Context: an optimization exercise on an open-source flow, tuned for small area. The choices shown serve that exercise and are no tape-out recipe.
Function was checked by simulation only, so behaviour that the tests miss may differ from the original.
Power figures rest on the tool's default switching activity, not on a simulated workload.

==> design.v <==
module m_sequence_generator (
    input  wire clk_2m,
    input  wire rst_n,
    input  wire step,
    output reg  m_seq_out
);
reg [7:0] lfsr;
wire feedback = lfsr[7] ^ lfsr[3] ^ lfsr[2] ^ lfsr[1];
always @(posedge clk_2m or negedge rst_n) begin
    if (!rst_n) begin
        lfsr      <= 8'b10101010;
        m_seq_out <= 1'b0;
    end else if (step) begin
        lfsr      <= {lfsr[6:0], feedback};
        m_seq_out <= lfsr[7];
    end
end
endmodule
module dpll_clock_recovery (
    input  wire clk_2m,
    input  wire rst_n,
    input  wire pulse_edge,      
    input  wire gate_done,       
    input  wire m_seq_in,
    output reg  recovered_clk,
    output reg  locked
);
parameter KP = 8'h10;    
parameter KI = 8'h05;    
reg [30:0] acc;
reg [30:0] INIT_INC;
reg        gate_done_d;
wire       cnt = pulse_edge & ~gate_done;
wire load_all = ~rst_n;
wire acc_clr  = gate_done_d | load_all;
wire [30:0] acc_next;
rca #(31) acc_add (
    .a(acc & {31{~acc_clr}}),
    .b({19'd0, cnt, 4'd0, cnt, cnt, 3'd0, cnt, cnt}),    
    .ci(1'b0),
    .s(acc_next)
);
always @(posedge clk_2m or negedge rst_n) begin
    if (!rst_n)
        gate_done_d <= 1'b0;
    else
        gate_done_d <= gate_done;
end
always @(posedge clk_2m) begin
    acc <= acc_next;
    if (acc_clr)
        INIT_INC <= acc;
end
reg [1:0] m_seq_delay;
always @(posedge clk_2m) m_seq_delay <= {m_seq_delay[0], m_seq_in};
wire edge_detected = m_seq_delay[1] ^ m_seq_delay[0];
reg [15:0] phase_now, phase_diff, phase_error;
reg [21:0] int_error;      
reg [31:0] dco_phase;
reg [31:0] dco_increment;
reg [7:0]  lock_counter;
wire [21:0] int_sum;
rca #(22) int_add (
    .a(int_error),
    .b({{8{phase_error[15]}}, phase_error[15:2]}),
    .ci(1'b0),
    .s(int_sum)
);
wire int_hi = ~int_error[21] & int_error[20];
wire int_lo = int_error[21] & (~int_error[20] | ~|int_error[19:0]);
wire [21:0] int_next = int_hi ? 22'h0FFFFF :
                       int_lo ? 22'h300001 : int_sum;
wire [23:0] int_sx = {{2{int_error[21]}}, int_error};
wire [23:0] int5;
rca #(24) int5_add (
    .a(int_sx),
    .b({int_sx[21:0], 2'b00}),
    .ci(1'b0),
    .s(int5)
);
wire [23:0] i_term = {{8{int5[23]}}, int5[23:8]};
wire [24:0] pi_sum;
rca #(25) pi_add (
    .a({1'b0, i_term}),
    .b({9'd0, phase_error}),
    .ci(1'b0),
    .s(pi_sum)
);
wire [31:0] inc_next;
rca #(32) inc_add (
    .a({1'b0, INIT_INC}),
    .b({7'd0, pi_sum}),
    .ci(1'b0),
    .s(inc_next)
);
wire pe_small = phase_error[15] ? (phase_error > 16'hFFCE) : (phase_error < 16'd50);
wire lc_sat = pe_small ? (&lock_counter) : ~|lock_counter;
wire [7:0] lc_next;
rca #(8) lc_add (
    .a(lock_counter),
    .b({{7{~pe_small}}, 1'b1}),
    .ci(1'b0),
    .s(lc_next)
);
wire [31:0] phase_next;
rca #(32) nco_add (
    .a(dco_phase),
    .b(dco_increment),
    .ci(1'b0),
    .s(phase_next)
);
always @(posedge clk_2m or negedge rst_n) begin
    if (!rst_n) begin
        int_error     <= 22'd0;
        dco_phase     <= 32'd0;
        lock_counter  <= 8'd0;
        recovered_clk <= 1'b0;
        locked        <= 1'b0;
    end else begin
        if (edge_detected) begin
            int_error <= int_next;
            if (!lc_sat)
                lock_counter <= lc_next;
        end
        dco_phase     <= phase_next;
        recovered_clk <= dco_phase[31];
        locked        <= (lock_counter > 8'd32);
    end
end
always @(posedge clk_2m) begin
    if (edge_detected | load_all) begin
        phase_now     <= dco_phase[31:16] & {16{rst_n}};
        phase_diff    <= phase_now;
        phase_error   <= phase_diff;
        dco_increment <= inc_next;
    end
end
endmodule
module display (
    input  wire       sys_clk,
    input  wire       rst_n,
    input  wire       pulse_edge,
    input  wire       gate_done,
    output wire       dot,
    output reg  [3:0] DCBA,
    output reg  [5:0] w_out
);
reg [23:0] pulse_bcd;    
reg [23:0] freq_bcd;     
wire        clr = gate_done | ~rst_n;
wire [6:0]  carry;
wire [23:0] bcd_next;
assign carry[0] = pulse_edge;
genvar k;
generate
    for (k = 0; k < 6; k = k + 1) begin : digit
        wire [3:0] d = pulse_bcd[4*k +: 4];
        wire [3:0] n;
        assign n[0] = ~d[0];
        assign n[1] = ~d[3] & (d[1] ^ d[0]);
        assign n[2] = d[2] ^ (d[1] & d[0]);
        assign n[3] = (d[2] & d[1] & d[0]) | (d[3] & ~d[0]);
        assign carry[k+1] = carry[k] & d[3] & d[0];
        assign bcd_next[4*k +: 4] = clr ? 4'd0 : carry[k] ? n : d;
    end
endgenerate
always @(posedge sys_clk)
    pulse_bcd <= bcd_next;
always @(posedge sys_clk or negedge rst_n) begin
    if (!rst_n)
        freq_bcd <= 24'd0;
    else if (gate_done)
        freq_bcd <= pulse_bcd;
end
localparam [10:0] SCAN_FIRST = 11'h066;
localparam [10:0] SCAN_LAST  = 11'h533;
reg [10:0] scan_cnt;
reg [2:0]  scan_sel;
wire       scan_hit = (scan_cnt == SCAN_LAST);
always @(posedge sys_clk or negedge rst_n) begin
    if (!rst_n) begin
        scan_cnt <= SCAN_FIRST;
        scan_sel <= 3'd0;
    end else begin
        scan_cnt <= {scan_cnt[9:0], scan_cnt[10] ^ scan_cnt[8]} ^ {1'b0, scan_hit, 9'b0};
        if (scan_hit)
            scan_sel <= scan_sel + 1'b1;
    end
end
assign dot = 1'b1;
always @(*) begin
    case (scan_sel)
        3'd0: begin w_out = 6'b111110; DCBA = freq_bcd[23:20]; end
        3'd1: begin w_out = 6'b111101; DCBA = freq_bcd[19:16]; end
        3'd2: begin w_out = 6'b111011; DCBA = freq_bcd[15:12]; end
        3'd3: begin w_out = 6'b110111; DCBA = freq_bcd[11:8];  end
        3'd4: begin w_out = 6'b101111; DCBA = freq_bcd[7:4];   end
        3'd5: begin w_out = 6'b011111; DCBA = freq_bcd[3:0];   end
        default: begin w_out = 6'b111111; DCBA = 4'd0; end
    endcase
end
endmodule
module top (
    input  wire       clk_2m,
    input  wire       clk_10k,
    input  wire       rst_n,
    output wire       m_seq_out,
    output wire       sys_clk_out,
    output wire       locked,
    output wire [3:0] DCBA,
    output wire [5:0] w_out,
    output wire       dot
);
reg sync0, sync1;
always @(posedge clk_2m or negedge rst_n) begin
    if (!rst_n) begin
        sync0 <= 1'b0;
        sync1 <= 1'b0;
    end else begin
        sync0 <= clk_10k;
        sync1 <= sync0;
    end
end
wire rise = sync0 & ~sync1;
localparam [20:0] GATE_FIRST = 21'h0bf6b1;
localparam [20:0] GATE_LAST  = 21'h11fb58;
reg [20:0] gate_cnt;
reg        gate_done;
wire       gate_hit = (gate_cnt == GATE_LAST);
always @(posedge clk_2m or negedge rst_n) begin
    if (!rst_n) begin
        gate_cnt  <= GATE_FIRST;
        gate_done <= 1'b0;
    end else begin
        gate_cnt  <= {gate_cnt[19:0], gate_cnt[20] ^ gate_cnt[18]} ^ {1'b0, gate_hit, 19'b0};
        gate_done <= gate_hit;
    end
end
m_sequence_generator m_seq_gen (
    .clk_2m(clk_2m),
    .rst_n(rst_n),
    .step(rise),
    .m_seq_out(m_seq_out)
);
dpll_clock_recovery dpll_clock_recovery (
    .clk_2m(clk_2m),
    .rst_n(rst_n),
    .pulse_edge(rise),
    .gate_done(gate_done),
    .m_seq_in(m_seq_out),
    .recovered_clk(sys_clk_out),
    .locked(locked)
);
display display (
    .sys_clk(clk_2m),
    .rst_n(rst_n),
    .pulse_edge(rise),
    .gate_done(gate_done),
    .dot(dot),
    .DCBA(DCBA),
    .w_out(w_out)
);
endmodule
module rca #(
    parameter W = 8
) (
    input  wire [W-1:0] a,
    input  wire [W-1:0] b,
    input  wire         ci,
    output wire [W-1:0] s
);
wire [W:0] c;
assign c[0] = ci;
genvar i;
generate
    for (i = 0; i < W; i = i + 1) begin : bit_
        wire nc = ~c[i];
        assign s[i]   = ~(a[i] ^ b[i] ^ nc);
        assign c[i+1] = ~((~a[i] & ~b[i]) | (nc & ~(a[i] & b[i])));
    end
endgenerate
endmodule
==> flow/run.sh <==
#!/bin/bash
# Standard layout, with clock tree synthesis run without dummy loads and the
# port buffers built from the smallest buffer.
set -euo pipefail
export CTS_ARGS="-sink_clustering_enable -repair_clock_nets -dont_use_dummy_load -buf_list sky130_fd_sc_hd__clkbuf_8 -sink_clustering_size 20 -sink_clustering_max_diameter 50"
export BUFFER_PORTS_ARGS="-buffer_cell sky130_fd_sc_hd__buf_1"
bash standard.sh > standard.log 2>&1
==> standard.sh <==
#!/bin/bash
# synth_recipe.tcl (not shown) runs the flow's synth.tcl, then flattens the netlist and writes it again
# the make line also repeats each setting of config.mk as NAME=value (left out here)
make -C /OpenROAD-flow-scripts/flow DESIGN_CONFIG=/design/flow/config.mk WORK_HOME=/design/flow/orfs CLKGATE_MAP_FILE= SYNTH_SCRIPT=/design/flow/synth_recipe.tcl "${@:-finish}"
==> config.mk <==
export PLATFORM = sky130hd
export DESIGN_NAME = top
export DESIGN_NICKNAME = top
export VERILOG_FILES = /design/flow/design.v
export SDC_FILE = /design/flow/constraint.sdc
export NUM_CORES = 4
export LEC_CHECK = 0
export CAP_MARGIN = 20
export CORE_MARGIN = 2
export CORE_UTILIZATION = 65
export SLEW_MARGIN = 20
==> constraint.sdc <==
create_clock -name core_clock -period 40.0 [get_ports {clk_2m}]
set_input_delay 8.0000 -clock core_clock [delete_from_list [all_inputs] [get_ports {clk_2m}]]
set_output_delay 8.0000 -clock core_clock [all_outputs]
set_load 0.01 [all_outputs]
==> summary.txt, run 1 <==
Job
  • Maxcap violations: 0

Routing
  • Vias: ~6.7k
  • Wire length per cell: between 15 and 20 µm
  • Residual DRC count: 0
  • Post-route ant nets: 0
  • Vias per cell: 5.64
  • Initial DRC count: 316
  • First-pass DRT Iterations: 7
  • Routed wire length: 20.9 mm

Timing
  • Fmax: 67.4 MHz
  • Clock Skew: ~0.11 ns
  • Final TNS setup: 0 ns
  • Final setup violation count: 0
  • Crit path time final: roughly 15 ns
  • Rel. slew slack: 0.317
  • Unrepaired setup endpoints after global routing: no
  • Final Hold Fails: 0
  • Final slew viol count: 0
  • Final period util: 0.371
  • Worst-Margin Slew: slightly above 1 ns

Global route
  • Largest net degree at the start of global routing: 81
  • Overflow after GRT: 0
  • Vias in the first global route: 7364
  • Total global-route track usage: 0.211
  • Initial antenna violation count: 0
  • First-pass GRT wire length: 36.8 mm

Placed design
  • DP Wirelength: about 15 mm
  • Port Buffers: 15
  • Placed Cells incl. Taps: 1158
  • Global placement routability congestion: 0.822

Clock network
  • CTS max path bufs: 3
  • Hold-fix buffers, CTS: 0
  • CTS Buf Count: 30
  • Root Driver: clkbuf_8
  • Clock slew at reported path FFs: 0.08 ns
  • Setup repair bufs after CTS: 0
  • CTS tree: done
  • H-Tree Depth: 1
  • Clk sink count: 304
  • Worst-Skew Late Latency: 0.61 ns
  • # resized after CTS: 0

Cells and area
  • Proportion of layout cells with a drive suffix above 1: 0.109
  • Area of the multi-input gates: 5160 µm²
  • Layout area overhead: 5.86%
  • Filler cells: about 1.4k
  • Final net count: 1087
  • Fin cells: 1188
  • Diode count: 0
  • FF+latch area: 7910 µm²

Floorplanning
  • Site Rows: 52
  • Die Height: approximately 150 µm
  • Total core area: roughly 20000 µm²
  • Die W: 148 µm
  • Initial Util: 0.662
  • Io pins: 17
  • Die area: around 22000 µm²

Setup path
  • Crit-path slowest cell: clkbuf_4
  • Top delay family on crit path: adder cells
  • CP Buf/Inv Count: 8
  • Worst-path fanout max: 45
  • WS Path Type: in -> reg
  • Most used cell, CP: ha_1
  • CP arrival: between 15 and 20 ns
  • Worst Setup SP: rst_n
  • Worst path max stage delay: between 0.3 and 0.4 ns
  • Worst EP required: just over 40 ns
  • CP endpoint kind: register
  • Critical R2R Launch: dpll_clock_recovery.int_error[3]$_DFFE_PN0P_
  • Startpoint class of the critical path: input port

Yosys
  • Seq/Total Area, Yosys: 0.590
  • Top-count cell post-synth: dfrtp_1
  • Synth cell types: 48
  • Post-synth top cells: dfrtp_1, fa_1, edfxtp_1, nand2_1, inv_1
  • Netlist Area Pre-Place: 13400 µm²
  • Yosys reg bits: ~300
  • Post-synth ARST share: 0.447
  • Largest area contributor in the netlist: edfxtp_1
  • Synth Instances: between 800 and 900
  • Synth Flop Type: dfrtp_1
  • Syn Area/Cell: about 15 µm²
  • Synth top area share: 0.249
  • Warning count from the yosys run: 4
  • Number of synthesized flops with an enable pin: approximately 110
  • Syn Nets: between 1k and 1.5k
  • Synth top area cells: edfxtp_1, dfrtp_1, fa_1, dfxtp_1, ha_1

Power
  • Leak: roughly 0.0060 µW
  • VDD IR-drop max: about 33 µV
  • P per Cell Area: ~43 nW/µm²

Hold path
  • Hold Crit Start: gate_cnt[15]$_DFF_PN1_
  • Worst hold path type: reg -> reg

Outcome
  • Outcome: timing/DRC/antenna clean
==> worst paths after layout <==
check / end / slack (ns) / cells past startpoint
max: dpll_clock_recovery.acc[30]$_DFF_P_ / 25.17 / 41
min reg2reg: gate_cnt[16]$_DFF_PN1_ / 0.35 / 0
min in group asynchronous: dpll_clock_recovery.dco_phase[15]$_DFF_PN0_ / 7.47 / 1
max in group asynchronous: gate_done$_DFF_PN0_ / 31.17 / 2
min: gate_cnt[16]$_DFF_PN1_ / 0.35 / 0
max reg2reg: dpll_clock_recovery.dco_increment[30]$_DFFE_PP_ / 26.56 / 39
==> power breakdown <==
part	leakage (µW)	switching, µW	internal, µW
logic	0.00257	37.7	34.8
clock network	0.000216	91.7	66.2
registers	0.00322	19.7	361
total	0.00601	149	462
==> flip-flops by register name, indices dropped and copies added (netlist names), 18 cells and up, named ones only <==
| register | cells |
|---|---|
| dpll_clock_recovery.dco_phase | 32 |
| dpll_clock_recovery.INIT_INC | 31 |
| display.pulse_bcd | 18 |
| dpll_clock_recovery.dco_increment | 32 |
| display.freq_bcd | 24 |
| dpll_clock_recovery.acc | 31 |
| gate_cnt | 21 |
| dpll_clock_recovery.int_error | 22 |
==> kinds of logic after synthesis <==
group | count (synthesis) | synth area share
buf+inv | 87 | 0.0249
simple gates | 191 | 0.0766
fa+ha+maj | 164 | 0.217
mux | 35 | 0.0301
flops | 304 | 0.590
compound gates | 88 | 0.0441
xor+xnor | 25 | 0.0164
other cells | 1 | 0.000280
==> placed cells by master, fill, tap and decap left out, drive strengths merged, types with 2 or more instances in the layout <==
cell type / Yosys / final
a222oi: 3 / 3
nor4bb: 3 / 3
nor3: 4 / 4
fa: 114 / 114
xor2: 10 / 10
mux2i: 3 / 3
nand4: 16 / 16
ha: 50 / 50
nand3b: 7 / 7
and2: 47 / 47
nand2b: 9 / 9
buf: 5 / 21
dfstp: 21 / 21
a2bb2oi: 19 / 19
o21ai: 12 / 12
mux2: 32 / 32
xnor2: 15 / 15
nor2: 22 / 22
clkbuf: 24 / 31
a221oi: 4 / 4
dfxtp: 57 / 57
inv: 58 / 58
edfxtp: 111 / 111
dfrtp: 115 / 115
nand2: 60 / 60
a2111oi: 2 / 2
and4b: 2 / 2
a21bo: 2 / 2
a22oi: 4 / 4
or4: 2 / 2
nor2b: 5 / 5
nor4: 7 / 7
a21oi: 37 / 37
nand3: 2 / 2
and4: 2 / 2
==> area by class of cell <==
class	count	area share
flip-flops and latches	304	0.558
multi-input cells	504	0.364
clock buffers	30	0.0291
well taps	270	0.0238
inverters	58	0.0154
repair buffers	22	0.00936
==> metal layers <==
| metal | wire (µm) | global-route usage |
|---|---|---|
| met5 | 0 | 0 |
| met4 | 467 | 0.0577 |
| met3 | 826 | 0.0340 |
| met2 | 10500 | 0.348 |
| met1 | 9090 | 0.299 |
==> stage by stage <==
step | util | setup WS [ns] | total power (µW) | hold WS (ns) | cell area [µm²]
2_1_floorplan | - | 25.58 | 431 | 0.347 | 13400
3_3_place_gp | 0.678 | 24.67 | 452 | 0.350 | 13700
3_5_place_dp | 0.680 | 24.50 | 462 | 0.357 | 13800
4_1_cts | 0.700 | 25.12 | 622 | 0.349 | 14200
5_1_grt | 0.700 | 24.74 | 649 | 0.354 | 14200
6_report | 0.700 | 25.17 | 611 | 0.348 | 14200
==> run 2, diff against run 1 <==
--- a/config.mk
+++ b/config.mk
@@ -9,3 +9,3 @@
 export CORE_MARGIN = 2
-export CORE_UTILIZATION = 65
+export CORE_UTILIZATION = 80
 export SLEW_MARGIN = 20
==> summary.txt, run 2 <==
Clock network
  • Hold-fix buffers, CTS: 0
  • Clk sink count: 304
  • Worst-Skew Late Latency: between 0.5 and 0.6 ns
  • CTS tree: done
  • Setup repair bufs after CTS: 0
  • CTS Buf Count: 25
  • H-Tree Depth: 1
  • Clock slew at reported path FFs: about 0.090 ns
  • # resized after CTS: 0
  • CTS max path bufs: 3
  • Root Driver: clkbuf_8

Hold path
  • Hold Path Stages: 0
  • Worst Hold Path EP: gate_cnt[13]$_DFF_PN1_
  • Hold Crit Start: gate_cnt[12]$_DFF_PN1_
  • Worst hold path type: reg -> reg

Cells and area
  • Area of the multi-input gates: between 5000 and 6000 µm²
  • Filler cells: 765
  • Largest regs: dpll_clock_recovery.dco_increment x32, dpll_clock_recovery.dco_phase x32
  • Finished Cell Area: roughly 14000 µm²
  • Proportion of layout cells with a drive suffix above 1: 0.106
  • FF+latch area: roughly 7900 µm²
  • Diode count: 0
  • Final net count: roughly 1.1k
  • Most frequent cells in the layout: fa_1, dfrtp_1, edfxtp_1, nand2_1, inv_1
  • Layout area overhead: 5.14%
  • Fin util: 0.855

Floorplanning
  • Initial Util: 0.813
  • Die Height: ~130 µm
  • Die W: 133 µm
  • Site Rows: 47
  • Io pins: 17
  • Total core area: 16500 µm²
  • Die area: 17800 µm²

Yosys
  • Warning count from the yosys run: 4
  • Synth Flop Type: dfrtp_1
  • Synth top area cells: edfxtp_1, dfrtp_1, fa_1, dfxtp_1, ha_1
  • Number of synthesized flops with an enable pin: approximately 110
  • Post-synth ARST share: 0.447
  • Netlist Area Pre-Place: about 13000 µm²
  • Syn Area/Cell: roughly 15 µm²
  • Largest area contributor in the netlist: edfxtp_1
  • Synth top area share: 0.249
  • Synth Instances: around 900
  • Syn Nets: around 1.1k
  • Seq/Total Area, Yosys: 0.590
  • Top-count cell post-synth: dfrtp_1
  • Post-synth top cells: dfrtp_1, fa_1, edfxtp_1, nand2_1, inv_1
  • Synth cell types: 48
  • Yosys reg bits: roughly 300

Timing
  • Fmax: 66.2 MHz
  • Worst-Margin Slew: ~1.0 ns
  • Rel. slew slack: 0.318
  • Crit path time final: roughly 15 ns
  • Final TNS setup: 0 ns
  • Final Hold Fails: 0
  • Clock Skew: approximately 0.096 ns
  • Final slew viol count: 0
  • Unrepaired setup endpoints after global routing: no
  • Final setup violation count: 0
  • Hold WS: 0.370 ns
  • Setup slack after layout: 24.89 ns
  • Final period util: 0.378

Setup path
  • CP Buf/Inv Count: 9
  • Worst EP required: ~40 ns
  • CP endpoint kind: register
  • Startpoint class of the critical path: input port
  • R2r endpoint: dpll_clock_recovery.dco_increment[30]$_DFFE_PP_
  • WS Path Type: in -> reg
  • Critical R2R Launch: dpll_clock_recovery.int_error[3]$_DFFE_PN0P_
  • R2r worst-path depth: 39
  • Most used cell, CP: ha_1
  • Top delay family on crit path: adder cells
  • Worst path max stage delay: between 0.3 and 0.4 ns
  • Flop2flop setup slack: around 26 ns
  • Worst-path fanout max: 57
  • CP arrival: 15.56 ns
  • Crit-path slowest cell: buf_4

Placed design
  • Placed Area: 13700 µm²
  • Global placement routability congestion: 0.935
  • Port Buffers: 15
  • Place WS: around 24 ns
  • DP Wirelength: 16.4 mm

Power
  • Leak: 0.00599 µW
  • VDD IR-drop max: ~50 µV
  • P per Cell Area: 43.1 nW/µm²

Global route
  • First-pass GRT wire length: ~39 mm
  • Vias in the first global route: around 7.7k
  • Total global-route track usage: 0.282
  • Overflow after GRT: 0
  • Largest net degree at the start of global routing: a little over 80
  • Initial antenna violation count: 0

Outcome
  • Outcome: timing/DRC/antenna clean

Routing
  • Vias: 6869
  • Routed wire length: 23.1 mm
  • First-pass DRT Iterations: 5
  • Initial DRC count: a little under 500
  • Post-route ant nets: 0
  • Vias per cell: ~6.1
  • Residual DRC count: 0
  • Wire length per cell: between 20 and 25 µm

Job
  • Maxcap violations: 0
## run 2: cell type report
| class | instances | area share |
|---|---|---|
| Sequential cell | 304 | 0.562 |
| Multi-Input combinational cell | 504 | 0.367 |
| Clock buffer | 25 | 0.0244 |
| Tap cell | 220 | 0.0196 |
| Inverter | 58 | 0.0155 |
| Timing Repair Buffer | 24 | 0.0119 |
## run 2: per-stage QoR
stage	instances	total power, µW
2_1_floorplan	895	431
3_3_place_gp	1108	450
3_5_place_dp	1109	468
4_1_cts	1134	612
5_1_grt	1135	636
6_report	1135	606
## run 2: per-layer routing
metal | share of wire | up-vias | wire [µm] | global-route usage
met5 | 0 | - | 0 | 0
met4 | 0.027 | 0 | 623 | 0.0827
met3 | 0.039 | 51 | 893 | 0.0320
met2 | 0.53 | 181 | 12300 | 0.492
met1 | 0.40 | 3567 | 9250 | 0.385
li1 | - | 3070 | - | -
## run 2: worst register-to-register path, delay by kind of cell (launching register included)
kind | cells | cell delay [ns]
AOI/OAI and AO/OA | 4 | 0.82
adders and majority gates | 33 | 12.19
buffers and inverters | 2 | 0.23
DFF | 1 | 0.43
## run 2: worst max-delay path by stage
stage	start	slack (ns)	cells after the start	endpoint
6_report	rst_n	24.89	42	dpll_clock_recovery.acc[30]$_DFF_P_
3_5_place_dp	rst_n	24.31	42	dpll_clock_recovery.acc[30]$_DFF_P_
3_3_place_gp	rst_n	24.70	42	dpll_clock_recovery.acc[30]$_DFF_P_
2_1_floorplan	rst_n	25.58	40	dpll_clock_recovery.acc[30]$_DFF_P_
4_1_cts	rst_n	24.88	42	dpll_clock_recovery.acc[30]$_DFF_P_
5_1_grt	rst_n	24.36	42	dpll_clock_recovery.acc[30]$_DFF_P_
## run 2: where the power goes
| group | switching, µW | internal [µW] |
|---|---|---|
| sequential | 21.5 | 361 |
| clock | 89.8 | 55.8 |
| combinational | 41.2 | 37.0 |
| total | 152 | 454 |
## run 2: kinds of logic (layout without fill, tap and decap cells)
| family | Yosys count | in the layout | synth area share |
|---|---|---|---|
| flops | 304 | 304 | 0.590 |
| simple gates | 191 | 191 | 0.0766 |
| fa+ha+maj | 164 | 164 | 0.217 |
| compound gates | 88 | 88 | 0.0441 |
| buf+inv | 87 | 107 | 0.0249 |
| mux | 35 | 35 | 0.0301 |
| xor+xnor | 25 | 25 | 0.0164 |
| other cells | 1 | 1 | 0.000280 |
==> run 3, diff against run 2 <==
==> flow/run.sh (replaced) <==
#!/bin/bash
# Standard layout, with clock tree synthesis run without dummy loads and the
# port buffers built from the smallest buffer.
set -euo pipefail
export CTS_ARGS="-sink_clustering_enable -repair_clock_nets -dont_use_dummy_load -buf_list sky130_fd_sc_hd__clkbuf_16 -sink_clustering_size 40 -sink_clustering_max_diameter 60"
export BUFFER_PORTS_ARGS="-buffer_cell sky130_fd_sc_hd__buf_1"
bash standard.sh > standard.log 2>&1
--- a/config.mk
+++ b/config.mk
@@ -9,3 +9,3 @@
 export CORE_MARGIN = 2
-export CORE_UTILIZATION = 80
+export CORE_UTILIZATION = 65
 export SLEW_MARGIN = 20
==> summary.txt, run 3 <==
Floorplanning
  • Io pins: 17
  • Die area: between 20000 and 25000 µm²
  • Initial Util: 0.662
  • Site Rows: between 50 and 60
  • Die Height: between 100 and 150 µm
  • Die W: roughly 150 µm
  • Total core area: slightly above 20000 µm²

Timing
  • Hold WS: roughly 0.37 ns
  • Fmax: around 67 MHz
  • Worst-Margin Slew: roughly 1.0 ns
  • Final Hold Fails: 0
  • Unrepaired setup endpoints after global routing: no
  • Final period util: 0.372
  • Crit path time final: about 15 ns
  • Final TNS setup: 0 ns
  • Final slew viol count: 0
  • Final setup violation count: 0
  • Clock Skew: 0.0395 ns
  • Rel. slew slack: 0.306

Global route
  • Largest net degree at the start of global routing: ~80
  • First-pass GRT wire length: 37.0 mm
  • Vias in the first global route: 7330
  • Total global-route track usage: 0.212
  • Overflow after GRT: 0
  • Initial antenna violation count: 0

Hold path
  • Hold Path Stages: 0
  • Worst hold path type: reg -> reg

Yosys
  • Largest area contributor in the netlist: edfxtp_1
  • Warning count from the yosys run: 4
  • Synth Flop Type: dfrtp_1
  • Synth cell types: 48
  • Synth Instances: approximately 900
  • Syn Area/Cell: 15.0 µm²
  • Synth top area share: 0.249
  • Yosys reg bits: roughly 300
  • Syn Nets: about 1.1k
  • Post-synth top cells: dfrtp_1, fa_1, edfxtp_1, nand2_1, inv_1
  • Synth top area cells: edfxtp_1, dfrtp_1, fa_1, dfxtp_1, ha_1
  • Netlist Area Pre-Place: 13400 µm²
  • Number of synthesized flops with an enable pin: between 100 and 150
  • Top-count cell post-synth: dfrtp_1
  • Seq/Total Area, Yosys: 0.590
  • Post-synth ARST share: 0.447

Cells and area
  • Final net count: 1078
  • Layout area overhead: 6.70%
  • Diode count: 0
  • Filler cells: 1356
  • Proportion of layout cells with a drive suffix above 1: 0.100
  • Fin cells: ~1.2k
  • Most frequent cells in the layout: fa_1, dfrtp_1, edfxtp_1, nand2_1, inv_1
  • Fin util: 0.706
  • Largest regs: dpll_clock_recovery.dco_increment x32, dpll_clock_recovery.dco_phase x32

Clock network
  • Setup repair bufs after CTS: 0
  • CTS tree: done
  • Worst-Skew Late Latency: 0.52 ns
  • H-Tree Depth: 1
  • Hold-fix buffers, CTS: 0
  • Clk sink count: about 300
  • # resized after CTS: 0
  • Root Driver: clkbuf_16
  • CTS max path bufs: 3
  • CTS Buf Count: 21
  • Clock slew at reported path FFs: 0.09 ns

Setup path
  • WS Path Type: in -> reg
  • CP endpoint kind: register
  • Worst-path fanout max: 45
  • R2r worst-path depth: 39
  • Worst EP required: between 40 and 50 ns
  • Crit-path slowest cell: clkbuf_4
  • Most used cell, CP: ha_1
  • Worst path max stage delay: between 0.3 and 0.4 ns
  • Startpoint class of the critical path: input port
  • CP arrival: ~15 ns

Power
  • P per Cell Area: between 40 and 50 nW/µm²
  • Leak: between 0.006 and 0.007 µW
  • VDD IR-drop max: 30.5 µV

Routing
  • Routed wire length: between 20 and 25 mm
  • Post-route ant nets: 0
  • Wire length per cell: roughly 18 µm
  • Vias: roughly 6.7k
  • Vias per cell: 5.66
  • Initial DRC count: 311
  • Residual DRC count: 0
  • First-pass DRT Iterations: 4

Outcome
  • Outcome: timing/DRC/antenna clean

Job
  • Maxcap violations: 0

Placed design
  • Port Buffers: 15
  • DP Wirelength: ~15 mm
  • Global placement routability congestion: 0.822
  • Placed Cells incl. Taps: approximately 1.2k
==> run 3: cell counts after synthesis <==
Identical to the previous run, type by type.
==> run 3: metrics by stage <==
| step | power [µW] | setup WS, ns | instance area, µm² |
|---|---|---|---|
| 2_1_floorplan | 431 | 25.58 | 13400 |
| 5_1_grt | 677 | 24.66 | 14300 |
| 4_1_cts | 651 | 25.03 | 14300 |
| 6_report | 641 | 25.10 | 14300 |
| 3_5_place_dp | 462 | 24.50 | 13800 |
| 3_3_place_gp | 452 | 24.67 | 13700 |
==> run 3: worst max-delay path: cells and delay by family <==
kind | cells | cell delay (ns)
buffers and inverters | 8 | 0.93
xor gates and xnor gates | 1 | 0.12
adders and majority gates | 30 | 5.75
and+or+nand+nor | 2 | 0.46
==> run 3: layout make-up <==
type	instances	area (µm²)	area share
Sequential cell	304	7910	0.553
Timing Repair Buffer	22	133	0.00929
Inverter	58	218	0.0152
Tap cell	270	338	0.0237
Clock buffer	21	526	0.0368
Multi-Input combinational cell	504	5160	0.362
==> run 3: where the power goes <==
group | switching (µW) | internal (µW) | leakage (µW) | total, µW
sequential | 19.6 | 361 | 0.00322 | 381
combinational | 38.2 | 35.1 | 0.00257 | 73.4
clock | 94.3 | 92.9 | 0.000259 | 187
==> run 3: worst paths after layout <==
| kind | slack (ns) | to | start |
|---|---|---|---|
| min in group asynchronous | 7.52 | dpll_clock_recovery.dco_phase[6]$_DFF_PN0_ | rst_n |
| max in group asynchronous | 31.14 | gate_done$_DFF_PN0_ | rst_n |
| worst min-delay path | 0.37 | gate_cnt[14]$_DFF_PN1_ | gate_cnt[13]$_DFF_PN1_ |
| worst max register to register | 26.54 | dpll_clock_recovery.dco_increment[30]$_DFFE_PP_ | dpll_clock_recovery.int_error[3]$_DFFE_PN0P_ |
| worst min register to register | 0.37 | gate_cnt[14]$_DFF_PN1_ | gate_cnt[13]$_DFF_PN1_ |
| worst max-delay path | 25.10 | dpll_clock_recovery.acc[30]$_DFF_P_ | rst_n |
==> run 3: routing by layer <==
layer,vias up,GRT usage,wire (µm)
met5,-,0,0
met3,41,0.0278,611
met4,0,0.0505,499
met2,115,0.352,10600
met1,3442,0.304,9310
li1,3072,-,-
==> run 3: kinds of logic after synthesis <==
logic type | synth area share
compound gates | 0.0441
simple gates | 0.0766
flops | 0.590
xor+xnor | 0.0164
buf+inv | 0.0249
other cells | 0.000280
fa+ha+maj | 0.217
mux | 0.0301
==> run 4, diff against run 3 <==
==> flow/run.sh (replaced) <==
#!/bin/bash
# Standard layout, with clock tree synthesis run without dummy loads and the
# port buffers built from the smallest buffer.
set -euo pipefail
export CTS_ARGS="-sink_clustering_enable -repair_clock_nets -dont_use_dummy_load -buf_list sky130_fd_sc_hd__clkbuf_8 -sink_clustering_size 30 -sink_clustering_max_diameter 45"
export BUFFER_PORTS_ARGS="-buffer_cell sky130_fd_sc_hd__buf_1"
bash standard.sh > standard.log 2>&1
==> summary.txt, run 4 <==
Outcome
  • Outcome: timing/DRC/antenna clean

Cells and area
  • Fin cells: 1195
  • Area of the multi-input gates: roughly 5200 µm²
  • Finished Cell Area: between 10000 and 15000 µm²
  • Largest regs: dpll_clock_recovery.dco_increment x32, dpll_clock_recovery.dco_phase x32
  • Final net count: 1094
  • Proportion of layout cells with a drive suffix above 1: 0.116
  • FF+latch area: about 7900 µm²
  • Filler cells: ~1.4k
  • Most frequent cells in the layout: fa_1, dfrtp_1, edfxtp_1, nand2_1, inv_1
  • Diode count: 0
  • Layout area overhead: 6.58%

Yosys
  • Yosys reg bits: 304
  • Syn Area/Cell: ~15 µm²
  • Post-synth ARST share: 0.447
  • Mux cell area share after synthesis: 0.0301
  • Post-Synth XOR/XNOR Area: 0.0164
  • Netlist Area Pre-Place: ~13000 µm²
  • Synth Flop Type: dfrtp_1
  • Seq/Total Area, Yosys: 0.590
  • Post-Synth Simple-Gate Area: 0.0766
  • Warning count from the yosys run: 4
  • Synth top area cells: edfxtp_1, dfrtp_1, fa_1, dfxtp_1, ha_1
  • Post-synth top cells: dfrtp_1, fa_1, edfxtp_1, nand2_1, inv_1
  • Post-Synth Adder-Cell Area: 0.217
  • Largest area contributor in the netlist: edfxtp_1
  • Synth cell types: between 40 and 50
  • Number of synthesized flops with an enable pin: roughly 110
  • Synth top area share: 0.249
  • Largest family of logic cells by synthesized area: adder cells
  • Syn Nets: between 1k and 1.5k
  • Synth Area in Compound Gates: 0.0441
  • Synth Instances: 895
  • Top-count cell post-synth: dfrtp_1

Timing
  • Final slew viol count: 0
  • Final period util: 0.372
  • Final setup violation count: 0
  • Final Hold Fails: 0
  • Worst-Margin Slew: between 1 and 1.5 ns
  • Clock Skew: between 0.08 and 0.09 ns
  • Unrepaired setup endpoints after global routing: no
  • Crit path time final: between 10 and 15 ns
  • Final TNS setup: 0 ns
  • Rel. slew slack: 0.308
  • Fmax: approximately 67 MHz

Routing
  • First-pass DRT Iterations: 5
  • Vias per cell: 5.58
  • Initial DRC count: between 300 and 400
  • Routed wire length: 21.1 mm
  • Vias: approximately 6.7k
  • Post-route ant nets: 0
  • Wire length per cell: between 15 and 20 µm
  • Residual DRC count: 0

Setup path
  • Crit-path slowest cell: clkbuf_4
  • Worst path max stage delay: about 0.39 ns
  • WS Path Type: in -> reg
  • Most used cell, CP: ha_1
  • Startpoint class of the critical path: input port
  • CP arrival: roughly 15 ns
  • CP endpoint kind: register
  • Worst-path fanout max: 45
  • Worst EP required: between 40 and 50 ns

Floorplanning
  • Die area: approximately 22000 µm²
  • Die W: between 100 and 150 µm
  • Die Height: ~150 µm
  • Initial Util: 0.662
  • Total core area: 20200 µm²
  • Io pins: 17
  • Site Rows: 52

Clock network
  • CTS tree: done
  • Clock slew at reported path FFs: ~0.11 ns
  • CTS max path bufs: 3
  • Setup repair bufs after CTS: 0
  • Worst-Skew Late Latency: about 0.56 ns
  • Hold-fix buffers, CTS: 0
  • # resized after CTS: 0
  • CTS Buf Count: 37
  • H-Tree Depth: 2
  • Root Driver: clkbuf_8
  • Clk sink count: 304

Power
  • Logic pwr share: 0.115
  • Switching pwr: roughly 150 µW
  • Power Total: between 600 and 700 µW
  • Share of power burned in registers: 0.603
  • Leak: ~0.0061 µW
  • P per Cell Area: 44.2 nW/µm²
  • Switching portion of total power: 0.243
  • Power Internal: around 480 µW
  • VDD IR-drop max: about 38 µV
  • Clock network power share: 0.282

Hold path
  • Worst hold path type: reg -> reg

Global route
  • Vias in the first global route: 7413
  • Overflow after GRT: 0
  • First-pass GRT wire length: ~37 mm
  • Initial antenna violation count: 0
  • Largest net degree at the start of global routing: just over 80
  • Total global-route track usage: 0.215

Placed design
  • Placed Area: between 10000 and 15000 µm²
  • Placed Cells incl. Taps: ~1.2k
  • DP Wirelength: 15.0 mm
  • Global placement routability congestion: roughly 0.8
  • Port Buffers: 15

Job
  • Maxcap violations: 0
run 4: worst paths after layout:
kind                                                              endpoint  depth (start not counted)                                    startpoint  slack (ns)
setup / recovery                       dpll_clock_recovery.acc[30]$_DFF_P_                         41                                         rst_n       25.13
hold / removal                               display.scan_cnt[3]$_DFF_PN0_                          0                 display.scan_cnt[2]$_DFF_PN1_        0.35
setup reg to reg           dpll_clock_recovery.dco_increment[30]$_DFFE_PP_                         39  dpll_clock_recovery.int_error[3]$_DFFE_PN0P_       26.55
hold reg to reg                              display.scan_cnt[3]$_DFF_PN0_                          0                 display.scan_cnt[2]$_DFF_PN1_        0.35
max in group asynchronous                              gate_done$_DFF_PN0_                          2                                         rst_n       31.16
min in group asynchronous      dpll_clock_recovery.dco_phase[15]$_DFF_PN0_                          1                                         rst_n        7.52
run 4: power by group through the flow:
stage	Clock, µW	Combinational, µW	Sequential (µW)
6_report	178	72.6	381
5_1_grt	197	87.1	386
4_1_cts	185	75.9	382
3_5_place_dp	0	74.3	388
3_3_place_gp	0	65.8	386
2_1_floorplan	0	48.7	382
run 4: layout make-up:
type	instances	area share
clock buffers	37	0.0357
inverters	58	0.0153
multi-input cells	504	0.362
flip-flops and latches	304	0.554
well taps	270	0.0237
repair buffers	22	0.00930
run 4: cells by family after synthesis:
| family | after synthesis |
|---|---|
| adders and majority gates | 164 |
| buffers and inverters | 87 |
| xor gates and xnor gates | 25 |
| DFF | 304 |
| AOI/OAI and AO/OA | 88 |
| and+or+nand+nor | 191 |
| other | 1 |
| muxes | 35 |
run 4: per-layer routing:
metal | track usage | part of all wire
met1 | 0.303 | 0.44
met2 | 0.349 | 0.50
met3 | 0.0383 | 0.036
met4 | 0.0668 | 0.027
met5 | 0 | 0
run 4: through the flow:
| stage | hold WS [ns] | util | setup WS [ns] |
|---|---|---|---|
| 3_5_place_dp | 0.357 | 0.680 | 24.50 |
| 6_report | 0.352 | 0.705 | 25.13 |
| 2_1_floorplan | 0.347 | - | 25.58 |
| 5_1_grt | 0.355 | 0.705 | 24.69 |
| 4_1_cts | 0.348 | 0.705 | 25.05 |
| 3_3_place_gp | 0.350 | 0.678 | 24.67 |
run 4: worst max-delay path: cells and delay by family:
kind	cells	cell delay, ns
adders and majority gates	30	5.75
and+or+nand+nor	2	0.46
buffers and inverters	8	0.93
xor gates and xnor gates	1	0.12
==> run 5, diff against run 4 <==
==> flow/run.sh (replaced) <==
#!/bin/bash
# Standard layout, with clock tree synthesis run without dummy loads and the
# port buffers built from the smallest buffer.
set -euo pipefail
export CTS_ARGS="-sink_clustering_enable -repair_clock_nets -dont_use_dummy_load -buf_list {sky130_fd_sc_hd__clkbuf_4 sky130_fd_sc_hd__clkbuf_8} -sink_clustering_size 16 -sink_clustering_max_diameter 40"
export BUFFER_PORTS_ARGS="-buffer_cell sky130_fd_sc_hd__buf_1"
bash standard.sh > standard.log 2>&1
==> summary.txt, run 5 <==
Outcome
  • Outcome: timing/DRC/antenna clean

Floorplanning
  • Die area: 21800 µm²
  • Total core area: roughly 20000 µm²
  • Initial Util: 0.662
  • Site Rows: 52
  • Die Height: between 100 and 150 µm
  • Io pins: 17
  • Die W: 148 µm

Yosys
  • Post-synth top cells: dfrtp_1, fa_1, edfxtp_1, nand2_1, inv_1
  • Syn Area/Cell: about 15 µm²
  • Seq/Total Area, Yosys: 0.590
  • Synth cell types: 48
  • Netlist Area Pre-Place: ~13000 µm²
  • Number of synthesized flops with an enable pin: about 110
  • Largest area contributor in the netlist: edfxtp_1
  • Synth Instances: 895
  • Syn Nets: 1062
  • Yosys reg bits: between 300 and 400
  • Synth Flop Type: dfrtp_1
  • Warning count from the yosys run: 4
  • Synth top area cells: edfxtp_1, dfrtp_1, fa_1, dfxtp_1, ha_1
  • Top-count cell post-synth: dfrtp_1
  • Post-synth ARST share: 0.447
  • Synth top area share: 0.249

Global route
  • Largest net degree at the start of global routing: just over 80
  • Total global-route track usage: 0.216
  • Overflow after GRT: 0
  • First-pass GRT wire length: between 30 and 40 mm
  • Initial antenna violation count: 0
  • Vias in the first global route: between 7k and 8k

Power
  • Leak: ~0.0061 µW
  • Logic pwr share: 0.114
  • Clock network power share: 0.287
  • Share of power burned in registers: 0.599
  • Switching pwr: approximately 150 µW
  • VDD IR-drop max: ~32 µV
  • Switching portion of total power: 0.241
  • P per Cell Area: approximately 44 nW/µm²
  • Power Internal: 482 µW

Timing
  • Final setup violation count: 0
  • Final slew viol count: 0
  • Clock Skew: 0.0758 ns
  • Hold WS: 0.346 ns
  • Worst-Margin Slew: slightly above 1 ns
  • Unrepaired setup endpoints after global routing: no
  • Final period util: 0.373
  • Final TNS setup: 0 ns
  • Crit path time final: ~15 ns
  • Fmax: around 67 MHz
  • Rel. slew slack: 0.312
  • Final Hold Fails: 0

Cells and area
  • Layout area overhead: 6.79%
  • Fin util: 0.706
  • Final net count: between 1k and 1.5k
  • Largest regs: dpll_clock_recovery.dco_increment x32, dpll_clock_recovery.dco_phase x32
  • Proportion of layout cells with a drive suffix above 1: 0.118
  • Diode count: 0
  • Most frequent cells in the layout: fa_1, dfrtp_1, edfxtp_1, nand2_1, inv_1
  • Fin cells: between 1k and 1.5k

Hold path
  • Worst hold path type: reg -> reg
  • Worst Hold Path EP: gate_cnt[14]$_DFF_PN1_
  • Hold Path Stages: 0
  • Hold Crit Start: gate_cnt[13]$_DFF_PN1_

Routing
  • Residual DRC count: 0
  • Post-route ant nets: 0
  • Routed wire length: approximately 21 mm
  • Vias: about 6.7k
  • Initial DRC count: approximately 350
  • Vias per cell: around 5.6
  • Wire length per cell: 17.6 µm
  • First-pass DRT Iterations: 4

Clock network
  • # resized after CTS: 0
  • Root Driver: clkbuf_8
  • Hold-fix buffers, CTS: 0
  • CTS Buf Count: 39
  • Clk sink count: 304
  • Clock slew at reported path FFs: around 0.090 ns
  • Worst-Skew Late Latency: between 0.5 and 0.6 ns
  • H-Tree Depth: 2
  • CTS max path bufs: 3
  • CTS tree: done
  • Setup repair bufs after CTS: 0

Setup path
  • Most used cell, CP: ha_1
  • Crit-path slowest cell: clkbuf_4
  • Worst path max stage delay: 0.39 ns
  • WS Path Type: in -> reg
  • R2r worst-path depth: 39
  • Worst EP required: between 40 and 50 ns
  • Flop2flop setup slack: about 27 ns
  • Worst-path fanout max: 45
  • CP arrival: roughly 15 ns
  • R2r endpoint: dpll_clock_recovery.dco_increment[30]$_DFFE_PP_
  • CP endpoint kind: register
  • Startpoint class of the critical path: input port
  • Critical R2R Launch: dpll_clock_recovery.int_error[3]$_DFFE_PN0P_

Job
  • Maxcap violations: 0

Placed design
  • Global placement routability congestion: roughly 0.82
  • Port Buffers: 15
  • Placed Cells incl. Taps: 1158
  • DP Wirelength: 15.0 mm
## run 5: changes by cell type in the layout (fill, tap and decap cells not counted), sizes merged
cell,before,now
clkbuf,38,40
## run 5: logic make-up after synthesis
family,Yosys count,synth area share
AO/OA/AOI/OAI,88,0.0441
XOR/XNOR,25,0.0164
adder cells (fa/ha/maj),164,0.217
buffers and inverters,87,0.0249
flip-flops,304,0.590
multiplexers,35,0.0301
other,1,0.000280
AND/OR/NAND/NOR,191,0.0766
## run 5: final cells by class
class                      instances  area (µm²)
clock buffer                      39         537
fill                            1372        5940
inverter                          58         218
multi-input combinational        504        5160
sequential                       304        7910
tap                              270         338
timing repair buffer              22         133
## run 5: routing by layer
metal  global-route usage  vias to the layer above  share of wire
li1                     -                     3097              -
met1                0.302                     3431           0.43
met2                0.349                      137           0.50
met3               0.0389                       42          0.037
met4               0.0750                        0          0.027
met5                    0                        -              0
## run 5: worst max-delay path, delay by kind of cell
family / cells / cell delay, ns
fa+ha+maj: 30 / 5.78
buf+inv: 8 / 0.93
simple gates: 2 / 0.46
xor+xnor: 1 / 0.12
## run 5: power by group through the flow
stage,Combinational (µW),Clock (µW),Sequential (µW)
floorplan,48.7,0,382
global placement,65.8,0,386
detailed placement,74.3,0,388
CTS,76.0,190,382
global route,87.2,202,386
finish,72.4,182,381
## run 5: stage by stage
stage,instance area (µm²),power (µW),worst slack [ns]
finish,14300,635,25.09
global route,14300,675,24.67
CTS,14300,648,25.03
detailed placement,13800,462,24.50
global placement,13700,452,24.67
floorplan,13400,431,25.58
## run 5: worst max path at each step
stage,endpoint,slack (ns),cells past startpoint,from
final,dpll_clock_recovery.acc[30]$_DFF_P_,25.09,41,rst_n
after global routing,dpll_clock_recovery.acc[30]$_DFF_P_,24.67,41,rst_n
after CTS,dpll_clock_recovery.acc[30]$_DFF_P_,25.03,41,rst_n
after detailed placement,dpll_clock_recovery.acc[30]$_DFF_P_,24.50,41,rst_n
after global placement,dpll_clock_recovery.acc[30]$_DFF_P_,24.67,41,rst_n
after floorplan,dpll_clock_recovery.acc[30]$_DFF_P_,25.58,40,rst_n
==> run 6, diff against run 5 <==
==> flow/run.sh (replaced) <==
#!/bin/bash
# Standard layout, with clock tree synthesis run without dummy loads.
set -euo pipefail
export CTS_ARGS="-sink_clustering_enable -repair_clock_nets -dont_use_dummy_load -buf_list sky130_fd_sc_hd__clkbuf_8 -sink_clustering_size 20 -sink_clustering_max_diameter 50"
bash standard.sh > standard.log 2>&1
--- a/config.mk
+++ b/config.mk
@@ -9,3 +9,3 @@
 export CORE_MARGIN = 2
-export CORE_UTILIZATION = 65
+export CORE_UTILIZATION = 40
 export SLEW_MARGIN = 20
==> summary.txt, run 6 <==
Placed design
  • Global placement routability congestion: 0.786
  • DP Wirelength: between 10 and 15 mm
  • Placed Area: approximately 14000 µm²
  • Port Buffers: 15
  • Placed Cells incl. Taps: ~1.3k

Timing
  • Final TNS setup: 0 ns
  • Rel. slew slack: 0.301
  • Clock Skew: ~0.11 ns
  • Crit path time final: ~14 ns
  • Worst-Margin Slew: roughly 1.0 ns
  • Unrepaired setup endpoints after global routing: no
  • Final Hold Fails: 0
  • Final period util: 0.362
  • Hold WS: between 0.3 and 0.4 ns
  • Final setup violation count: 0
  • Final slew viol count: 0
  • Fmax: 69.1 MHz

Power
  • VDD IR-drop max: about 22 µV
  • Leak: 0.00605 µW
  • Power Total: 610 µW
  • P per Cell Area: 42.2 nW/µm²

Global route
  • Overflow after GRT: 0
  • Initial antenna violation count: 0
  • First-pass GRT wire length: roughly 36 mm
  • Total global-route track usage: 0.125
  • Largest net degree at the start of global routing: 82
  • Vias in the first global route: just under 7k

Yosys
  • Seq/Total Area, Yosys: 0.590
  • Netlist Area Pre-Place: roughly 13000 µm²
  • Post-synth ARST share: 0.447
  • Largest area contributor in the netlist: edfxtp_1
  • Synth Instances: about 900
  • Top-count cell post-synth: dfrtp_1
  • Syn Area/Cell: ~15 µm²
  • Synth Flop Type: dfrtp_1
  • Number of synthesized flops with an enable pin: ~110
  • Synth top area share: 0.249
  • Synth cell types: 48
  • Syn Nets: 1062
  • Yosys reg bits: a little over 300
  • Synth top area cells: edfxtp_1, dfrtp_1, fa_1, dfxtp_1, ha_1
  • Warning count from the yosys run: 4
  • Post-synth top cells: dfrtp_1, fa_1, edfxtp_1, nand2_1, inv_1

Cells and area
  • Finished Cell Area: ~14000 µm²
  • Proportion of layout cells with a drive suffix above 1: 0.111
  • Most frequent cells in the layout: dfrtp_1, fa_1, edfxtp_1, nand2_1, inv_1
  • Fin cells: about 1.4k
  • Final net count: roughly 1.1k
  • Most common cell after layout, fill and taps aside: dfrtp_1
  • Layout area overhead: 8.14%
  • Largest regs: dpll_clock_recovery.dco_increment x32, dpll_clock_recovery.dco_phase x32
  • Diode count: 0

Clock network
  • Root Driver: clkbuf_8
  • Clock slew at reported path FFs: 0.11 ns
  • Worst-Skew Late Latency: between 0.6 and 0.7 ns
  • Hold-fix buffers, CTS: 0
  • Clk sink count: ~300
  • # resized after CTS: 0
  • CTS Buf Count: 31
  • Setup repair bufs after CTS: 0
  • CTS tree: done
  • CTS max path bufs: 3
  • H-Tree Depth: 1

Routing
  • Vias per cell: roughly 4.8
  • Post-route ant nets: 0
  • Vias: roughly 6.5k
  • Wire length per cell: around 15 µm
  • Initial DRC count: approximately 360
  • Residual DRC count: 0
  • First-pass DRT Iterations: 5
  • Routed wire length: slightly above 20 mm

Floorplanning
  • Total core area: between 30000 and 40000 µm²
  • Site Rows: 66
  • Die Height: around 190 µm
  • Die area: between 30000 and 40000 µm²
  • Die W: 187 µm
  • Io pins: 17
  • Initial Util: 0.408

Hold path
  • Worst hold path type: reg -> reg
  • Hold Crit Start: display.scan_cnt[5]$_DFF_PN1_

Setup path
  • Critical R2R Launch: dpll_clock_recovery.int_error[3]$_DFFE_PN0P_
  • Worst-path fanout max: 37
  • Worst Setup SP: rst_n
  • Worst path max stage delay: 0.20 ns
  • CP Buf/Inv Count: 8
  • CP arrival: roughly 15 ns
  • Most used cell, CP: ha_1
  • Startpoint class of the critical path: input port
  • Setup crit end: dpll_clock_recovery.acc[30]$_DFF_P_
  • CP endpoint kind: register
  • Flop2flop setup slack: about 27 ns
  • Crit-path slowest cell: buf_4
  • R2r worst-path depth: 39
  • WS Path Type: in -> reg
  • R2r endpoint: dpll_clock_recovery.dco_increment[30]$_DFFE_PP_
  • Worst EP required: a little over 40 ns
  • Top delay family on crit path: adder cells
  • Stages on worst setup path: 41

Outcome
  • Outcome: timing/DRC/antenna clean

Job
  • Maxcap violations: 0
run 6: changes by cell type in the layout (fill, tap and decap cells not counted):
cell             previous run  this run
buf_1                      14         0
buf_16                      1         0
buf_4                       6         7
buf_6                       0         1
clkbuf_4                    1         0
clkbuf_8                   39        31
clkdlybuf4s50_1             0        14
dfrtp_1                   114       115
dfrtp_2                     1         0
nor2b_1                     5         4
nor2b_2                     0         1
o21ai_1                     1         0
o21ai_2                     0         1
run 6: metrics by stage:
stage,setup WS (ns),util
floorplan,25.58,-
global placement,24.95,0.429
detailed placement,24.88,0.429
CTS,25.51,0.442
global route,25.12,0.442
finish,25.54,0.442
run 6: area by class of cell:
cell class	count	area [µm²]
Clock buffer	31	427
Fill cell	2899	18300
Inverter	58	218
Multi-Input combinational cell	504	5170
Sequential cell	304	7900
Tap cell	442	553
Timing Repair Buffer	22	204
run 6: worst min-delay path by stage:
stage / end / slack [ns] / cells past startpoint
4_1_cts: display.scan_cnt[6]$_DFF_PN1_ / 0.34 / 0
3_3_place_gp: gate_cnt[16]$_DFF_PN1_ / 0.36 / 0
6_report: display.scan_cnt[6]$_DFF_PN1_ / 0.33 / 0
3_5_place_dp: display.scan_cnt[6]$_DFF_PN1_ / 0.36 / 0
5_1_grt: display.scan_cnt[6]$_DFF_PN1_ / 0.33 / 0
2_1_floorplan: gate_cnt[7]$_DFF_PN1_ / 0.35 / 0
run 6: worst register-to-register path: cells and delay by family (launching register included):
kind	cells	cell delay, ns
compound gates	4	0.65
fa+ha+maj	33	11.89
buf+inv	2	0.21
flops	1	0.40
run 6: cell families after synthesis:
| family | after synthesis | synth area share |
|---|---|---|
| fa+ha+maj | 164 | 0.217 |
| flops | 304 | 0.590 |
| simple gates | 191 | 0.0766 |
| mux | 35 | 0.0301 |
| xor+xnor | 25 | 0.0164 |
| other cells | 1 | 0.000280 |
| compound gates | 88 | 0.0441 |
| buf+inv | 87 | 0.0249 |
run 6: layer usage:
metal,GRT usage,up-vias,share of wire
met4,0.0372,0,0.027
met3,0.0193,38,0.029
met1,0.170,3338,0.45
met2,0.210,65,0.49
li1,-,3087,-
met5,0,-,0
run 6: power breakdown:
| group | switching [µW] | internal (µW) |
|---|---|---|
| registers | 19.0 | 361 |
| clock network | 94.0 | 68.4 |
| logic | 34.7 | 33.2 |
| total | 148 | 462 |
==> run 7, diff against run 6 <==
--- a/design.v
+++ b/design.v
@@ -144,3 +144,3 @@
     output wire       dot,
-    output reg  [3:0] DCBA,
+    output wire [3:0] DCBA,
     output reg  [5:0] w_out
@@ -168,8 +168,5 @@
     pulse_bcd <= bcd_next;
-always @(posedge sys_clk or negedge rst_n) begin
-    if (!rst_n)
-        freq_bcd <= 24'd0;
-    else if (gate_done)
+always @(posedge sys_clk)
+    if (clr)
         freq_bcd <= pulse_bcd;
-end
 localparam [10:0] SCAN_FIRST = 11'h066;
@@ -190,13 +187,15 @@
 assign dot = 1'b1;
+reg [3:0] shown;
 always @(*) begin
     case (scan_sel)
-        3'd0: begin w_out = 6'b111110; DCBA = freq_bcd[23:20]; end
-        3'd1: begin w_out = 6'b111101; DCBA = freq_bcd[19:16]; end
-        3'd2: begin w_out = 6'b111011; DCBA = freq_bcd[15:12]; end
-        3'd3: begin w_out = 6'b110111; DCBA = freq_bcd[11:8];  end
-        3'd4: begin w_out = 6'b101111; DCBA = freq_bcd[7:4];   end
-        3'd5: begin w_out = 6'b011111; DCBA = freq_bcd[3:0];   end
-        default: begin w_out = 6'b111111; DCBA = 4'd0; end
+        3'd0: begin w_out = 6'b111110; shown = freq_bcd[23:20]; end
+        3'd1: begin w_out = 6'b111101; shown = freq_bcd[19:16]; end
+        3'd2: begin w_out = 6'b111011; shown = freq_bcd[15:12]; end
+        3'd3: begin w_out = 6'b110111; shown = freq_bcd[11:8];  end
+        3'd4: begin w_out = 6'b101111; shown = freq_bcd[7:4];   end
+        3'd5: begin w_out = 6'b011111; shown = freq_bcd[3:0];   end
+        default: begin w_out = 6'b111111; shown = 4'd0; end
     endcase
 end
+assign DCBA = shown & {4{rst_n}};
 endmodule
==> flow/run.sh (replaced) <==
#!/bin/bash
# Standard layout, with clock tree synthesis run without dummy loads and the
# port buffers built from the smallest buffer.
set -euo pipefail
export CTS_ARGS="-sink_clustering_enable -repair_clock_nets -dont_use_dummy_load -buf_list sky130_fd_sc_hd__clkbuf_8 -sink_clustering_size 24 -sink_clustering_max_diameter 40 -sink_buffer_max_cap_derate 0.5"
export BUFFER_PORTS_ARGS="-buffer_cell sky130_fd_sc_hd__buf_1"
bash standard.sh > standard.log 2>&1
--- a/config.mk
+++ b/config.mk
@@ -9,3 +9,3 @@
 export CORE_MARGIN = 2
-export CORE_UTILIZATION = 40
+export CORE_UTILIZATION = 80
 export SLEW_MARGIN = 20
==> summary.txt, run 7 <==
Yosys
  • Syn Area/Cell: 15.2 µm²
  • Yosys reg bits: 304
  • Synth cell types: 59
  • Top-count cell post-synth: edfxtp_1
  • Number of synthesized flops with an enable pin: about 140
  • Synth top area cells: edfxtp_1, fa_1, dfrtp_1, dfxtp_1, ha_1
  • Synth Instances: approximately 880
  • Synth top area share: 0.305
  • Synth Flop Type: edfxtp_1
  • Warning count from the yosys run: 4
  • Netlist Area Pre-Place: between 10000 and 15000 µm²
  • Seq/Total Area, Yosys: 0.603
  • Post-synth top cells: edfxtp_1, fa_1, dfrtp_1, nand2_1, inv_1
  • Post-synth ARST share: 0.368
  • Largest area contributor in the netlist: edfxtp_1
  • Syn Nets: between 1k and 1.5k

Placed design
  • Place WS: roughly 23 ns
  • Global placement routability congestion: about 0.85
  • DP Wirelength: 15.6 mm
  • Port Buffers: 15

Cells and area
  • Proportion of layout cells with a drive suffix above 1: 0.0938
  • Layout area overhead: 5.77%
  • Most common cell after layout, fill and taps aside: edfxtp_1
  • Largest regs: dpll_clock_recovery.dco_increment x32, dpll_clock_recovery.dco_phase x32
  • Most frequent cells in the layout: edfxtp_1, fa_1, dfrtp_1, nand2_1
  • Filler cells: between 700 and 800
  • Diode count: 0
  • Final net count: ~1.1k

Timing
  • Worst-Margin Slew: 1.05 ns
  • Setup slack after layout: roughly 23 ns
  • Unrepaired setup endpoints after global routing: no
  • Final Hold Fails: 0
  • Clock Skew: between 0.06 and 0.07 ns
  • Fmax: 58.7 MHz
  • Final TNS setup: 0 ns
  • Final slew viol count: 0
  • Final setup violation count: 0
  • Final period util: 0.426
  • Rel. slew slack: 0.301
  • Crit path time final: approximately 17 ns

Floorplanning
  • Site Rows: between 40 and 50
  • Initial Util: 0.811
  • Io pins: 17
  • Die Height: ~130 µm
  • Die area: 17700 µm²
  • Die W: 133 µm
  • Total core area: roughly 16000 µm²

Clock network
  • CTS max path bufs: 3
  • # resized after CTS: 0
  • CTS Buf Count: 36
  • H-Tree Depth: 2
  • Setup repair bufs after CTS: 0
  • CTS tree: done
  • Clk sink count: around 300
  • Hold-fix buffers, CTS: 0
  • Worst-Skew Late Latency: ~0.55 ns
  • Root Driver: clkbuf_8
  • Clock slew at reported path FFs: ~0.08 ns

Routing
  • Vias: between 6k and 7k
  • Wire length per cell: 19.9 µm
  • Initial DRC count: approximately 530
  • Routed wire length: ~22 mm
  • Vias per cell: ~6
  • First-pass DRT Iterations: 7
  • Post-route ant nets: 0
  • Residual DRC count: 0

Job
  • Maxcap violations: 0

Global route
  • First-pass GRT wire length: about 38 mm
  • Overflow after GRT: 0
  • Largest net degree at the start of global routing: 81
  • Initial antenna violation count: 0
  • Total global-route track usage: 0.278
  • Vias in the first global route: approximately 7.6k

Power
  • Leak: 0.00585 µW
  • P per Cell Area: 45.5 nW/µm²
  • VDD IR-drop max: between 30 and 40 µV

Setup path
  • Worst path max stage delay: roughly 0.53 ns
  • Crit-path slowest cell: clkbuf_4
  • Top delay family on crit path: buffers and inverters
  • Worst-path fanout max: 45
  • Crit-path cells: clkbuf_4, a21boi_0, buf_1
  • CP endpoint kind: output pin
  • CP arrival: approximately 9 ns
  • Worst EP required: approximately 32 ns
  • Startpoint class of the critical path: input port
  • CP Buf/Inv Count: 2
  • WS Path Type: in -> out

Outcome
  • Outcome: timing/DRC/antenna clean

Hold path
  • Worst hold path type: reg -> reg
==> run 7: changes by cell type in the layout (fill, tap and decap cells not counted), sizes merged, moves of 4 or more <==
cell,delta
buf,+12
clkbuf,+6
clkdlybuf4s50,-14
dfrtp,-24
edfxtp,+24
mux2,-23
nor2,+4
==> run 7: cell type report <==
type,count,area (µm²),area share
inverter,58,218,0.0155
sequential,304,8020,0.570
tap,220,275,0.0196
timing repair buffer,21,109,0.00773
multi-input combinational,487,4960,0.352
clock buffer,36,495,0.0352
==> run 7: logic make-up after synthesis <==
logic type | Yosys count | share of synthesized area
AO/OA/AOI/OAI | 82 | 0.0431
XOR/XNOR | 26 | 0.0171
adder cells (fa/ha/maj) | 165 | 0.219
buffers and inverters | 84 | 0.0260
flip-flops | 304 | 0.603
multiplexers | 13 | 0.0116
other | 1 | 0.000282
AND/OR/NAND/NOR | 200 | 0.0798
==> run 7: path summary, 6_finish.rpt <==
check / startpoint / endpoint / slack (ns) / depth (start not counted)
min reg2reg: display.scan_cnt[1]$_DFF_PN1_ / display.scan_cnt[2]$_DFF_PN1_ / 0.34 / 0
min in group asynchronous: rst_n / dpll_clock_recovery.dco_phase[6]$_DFF_PN0_ / 7.54 / 1
min: display.scan_cnt[1]$_DFF_PN1_ / display.scan_cnt[2]$_DFF_PN1_ / 0.34 / 0
max in group asynchronous: rst_n / dpll_clock_recovery.int_error[6]$_DFFE_PN0P_ / 31.38 / 2
max reg2reg: dpll_clock_recovery.int_error[4]$_DFFE_PN0P_ / dpll_clock_recovery.dco_increment[30]$_DFFE_PP_ / 26.08 / 39
max: rst_n / DCBA[1] / 22.97 / 3
==> run 7: per-stage QoR <==
stage	utilization	area (µm²)	hold slack [ns]	power, µW	std cells
4_1_cts	0.857	14100	0.343	646	1125
2_1_floorplan	-	13300	0.347	437	875
3_3_place_gp	0.827	13600	0.351	457	1089
6_report	0.858	14100	0.338	641	1126
3_5_place_dp	0.827	13600	0.354	470	1089
5_1_grt	0.858	14100	0.338	672	1126
==> run 7: report_power, final <==
part	switching (µW)	internal (µW)	total [µW]
clock network	96.5	80.1	177
registers	21.3	365	387
logic	41.4	36.4	77.8
==> run 7: worst register-to-register path, delay by kind of cell, from the launching register on <==
kind,cells,cell delay (ns)
flops,1,0.41
buf+inv,1,0.05
compound gates,3,0.38
simple gates,1,0.45
fa+ha+maj,34,12.39
==> run 7: per-layer routing <==
layer  vias to the layer above  global-route usage  share of wire
li1                       3026                   -              -
met1                      3475               0.357           0.39
met2                       177               0.494           0.54
met3                        53              0.0406          0.039
met4                         0              0.0962          0.026
met5                         -                   0              0
==> run 8, diff against run 7 <==
==> flow/run.sh (replaced) <==
#!/bin/bash
# Standard layout, with clock tree synthesis run without dummy loads and the
# port buffers built from the smallest buffer.
set -euo pipefail
export CTS_ARGS="-sink_clustering_enable -repair_clock_nets -dont_use_dummy_load -buf_list sky130_fd_sc_hd__clkbuf_8 -sink_clustering_size 24 -sink_clustering_max_diameter 45 -sink_buffer_max_cap_derate 0.8"
export BUFFER_PORTS_ARGS="-buffer_cell sky130_fd_sc_hd__buf_1"
bash standard.sh > standard.log 2>&1
==> summary.txt, run 8 <==
Outcome
  • Outcome: timing/DRC/antenna clean

Cells and area
  • Finished Cell Area: approximately 14000 µm²
  • Layout area overhead: 5.25%
  • Most frequent cells in the layout: edfxtp_1, fa_1, dfrtp_1, nand2_1
  • Proportion of layout cells with a drive suffix above 1: 0.0888
  • Diode count: 0

Timing
  • Final setup violation count: 0
  • Crit path time final: 17.03 ns
  • Final TNS setup: 0 ns
  • Hold WS: between 0.3 and 0.4 ns
  • Rel. slew slack: 0.308
  • Final slew viol count: 0
  • Clock Skew: a little over 0.04 ns
  • Worst-Margin Slew: a little over 1 ns
  • Fmax: approximately 59 MHz
  • Unrepaired setup endpoints after global routing: no

Clock network
  • H-Tree Depth: 1
  • CTS max path bufs: 3
  • # resized after CTS: 0
  • Setup repair bufs after CTS: 0
  • Clk sink count: ~300
  • Root Driver: clkbuf_8
  • CTS Buf Count: 31
  • CTS tree: done
  • Hold-fix buffers, CTS: 0

Yosys
  • Seq/Total Area, Yosys: 0.603
  • Synth Instances: just under 900
  • Number of synthesized flops with an enable pin: 135
  • Post-synth ARST share: 0.368
  • Synth top area cells: edfxtp_1, fa_1, dfrtp_1, dfxtp_1, ha_1
  • Netlist Area Pre-Place: 13300 µm²
  • Post-synth top cells: edfxtp_1, fa_1, dfrtp_1, nand2_1, inv_1
  • Synth Flop Type: edfxtp_1
  • Synth top area share: 0.305
  • Syn Area/Cell: 15.2 µm²
  • Top-count cell post-synth: edfxtp_1
  • Syn Nets: between 1k and 1.5k
  • Yosys reg bits: 304

Power
  • Power Internal: ~470 µW
  • Switching portion of total power: 0.246
  • VDD IR-drop max: 39.5 µV
  • Clock network power share: 0.257
  • Switching pwr: approximately 150 µW
  • Logic pwr share: 0.122

Floorplanning
  • Initial Util: 0.811
  • Io pins: 17
  • Die W: between 100 and 150 µm
  • Site Rows: 47
  • Die area: approximately 18000 µm²
  • Die Height: about 130 µm

Placed design
  • Global placement routability congestion: around 0.85
  • Port Buffers: 15
  • Placed Cells incl. Taps: approximately 1.1k
  • Placed Area: around 14000 µm²
  • DP Wirelength: 15.6 mm

Global route
  • Vias in the first global route: roughly 7.5k
  • Initial antenna violation count: 0
  • First-pass GRT wire length: approximately 37 mm
  • Largest net degree at the start of global routing: between 80 and 90
  • Total global-route track usage: 0.271

Hold path
  • Hold Path Stages: 0

Setup path
  • Startpoint class of the critical path: input port
  • Worst EP required: approximately 32 ns
  • Crit-path slowest cell: clkbuf_4
  • Crit-path cells: clkbuf_4, a21boi_0, buf_1
  • WS Path Type: in -> out

Routing
  • First-pass DRT Iterations: 5
  • Post-route ant nets: 0
  • Vias per cell: 5.98
  • Vias: 6698
  • Initial DRC count: between 500 and 600
run 8: cell counts after synthesis:
No cell type changed its count.
run 8: path summary, 6_finish.rpt:
kind,startpoint,to,slack [ns]
max,rst_n,DCBA[1],22.97
min,gate_cnt[14]$_DFF_PN1_,gate_cnt[15]$_DFF_PN1_,0.36
max reg2reg,dpll_clock_recovery.int_error[4]$_DFFE_PN0P_,dpll_clock_recovery.dco_increment[30]$_DFFE_PP_,26.08
min reg2reg,gate_cnt[14]$_DFF_PN1_,gate_cnt[15]$_DFF_PN1_,0.36
max in group asynchronous,rst_n,dpll_clock_recovery.int_error[6]$_DFFE_PN0P_,31.42
min in group asynchronous,rst_n,dpll_clock_recovery.dco_phase[6]$_DFF_PN0_,7.47
run 8: power groups by stage:
stage / sequential [µW] / clock, µW / combinational (µW)
global route: 391 / 174 / 89.7
floorplan: 387 / 0 / 49.6
global placement: 391 / 0 / 65.6
finish: 386 / 160 / 76.1
detailed placement: 393 / 0 / 77.2
CTS: 387 / 163 / 78.2
run 8: critical path: cells and delay by family:
kind | cells | cell delay, ns
buf+inv | 2 | 0.71
compound gates | 1 | 0.27
run 8: cell families after synthesis:
family                     share of synthesized area
DFF                                            0.603
xor gates and xnor gates                      0.0171
muxes                                         0.0116
other                                       0.000282
buffers and inverters                         0.0260
and+or+nand+nor                               0.0798
adders and majority gates                      0.219
AOI/OAI and AO/OA                             0.0431
run 8: layout make-up:
class | instances | area, µm²
clock buffers | 31 | 427
fillers | 716 | 2400
inverters | 58 | 218
multi-input cells | 487 | 4960
flip-flops and latches | 304 | 8020
well taps | 220 | 275
repair buffers | 21 | 109
run 8: metrics by stage:
stage	utilization	total power, µW	worst slack, ns
4_1_cts	0.853	629	22.92
2_1_floorplan	-	437	23.59
6_report	0.854	623	22.97
3_5_place_dp	0.827	470	22.93
5_1_grt	0.854	655	22.86
3_3_place_gp	0.827	457	22.96
run 8: per-layer routing:
layer	track usage	up-vias	share of wire
met5	0	-	0
met2	0.485	174	0.55
li1	-	3012	-
met1	0.351	3459	0.38
met4	0.0824	0	0.027
met3	0.0395	53	0.041

Re-timed with assumed drivers on the ports (clkbuf_16 on the clock, buf_2 on other inputs), run 8 has 22.939 ns of setup slack against 22.966 ns with ideal ports, and 22.939 ns once port delays also move by the mid clock arrival of 0.601 ns.
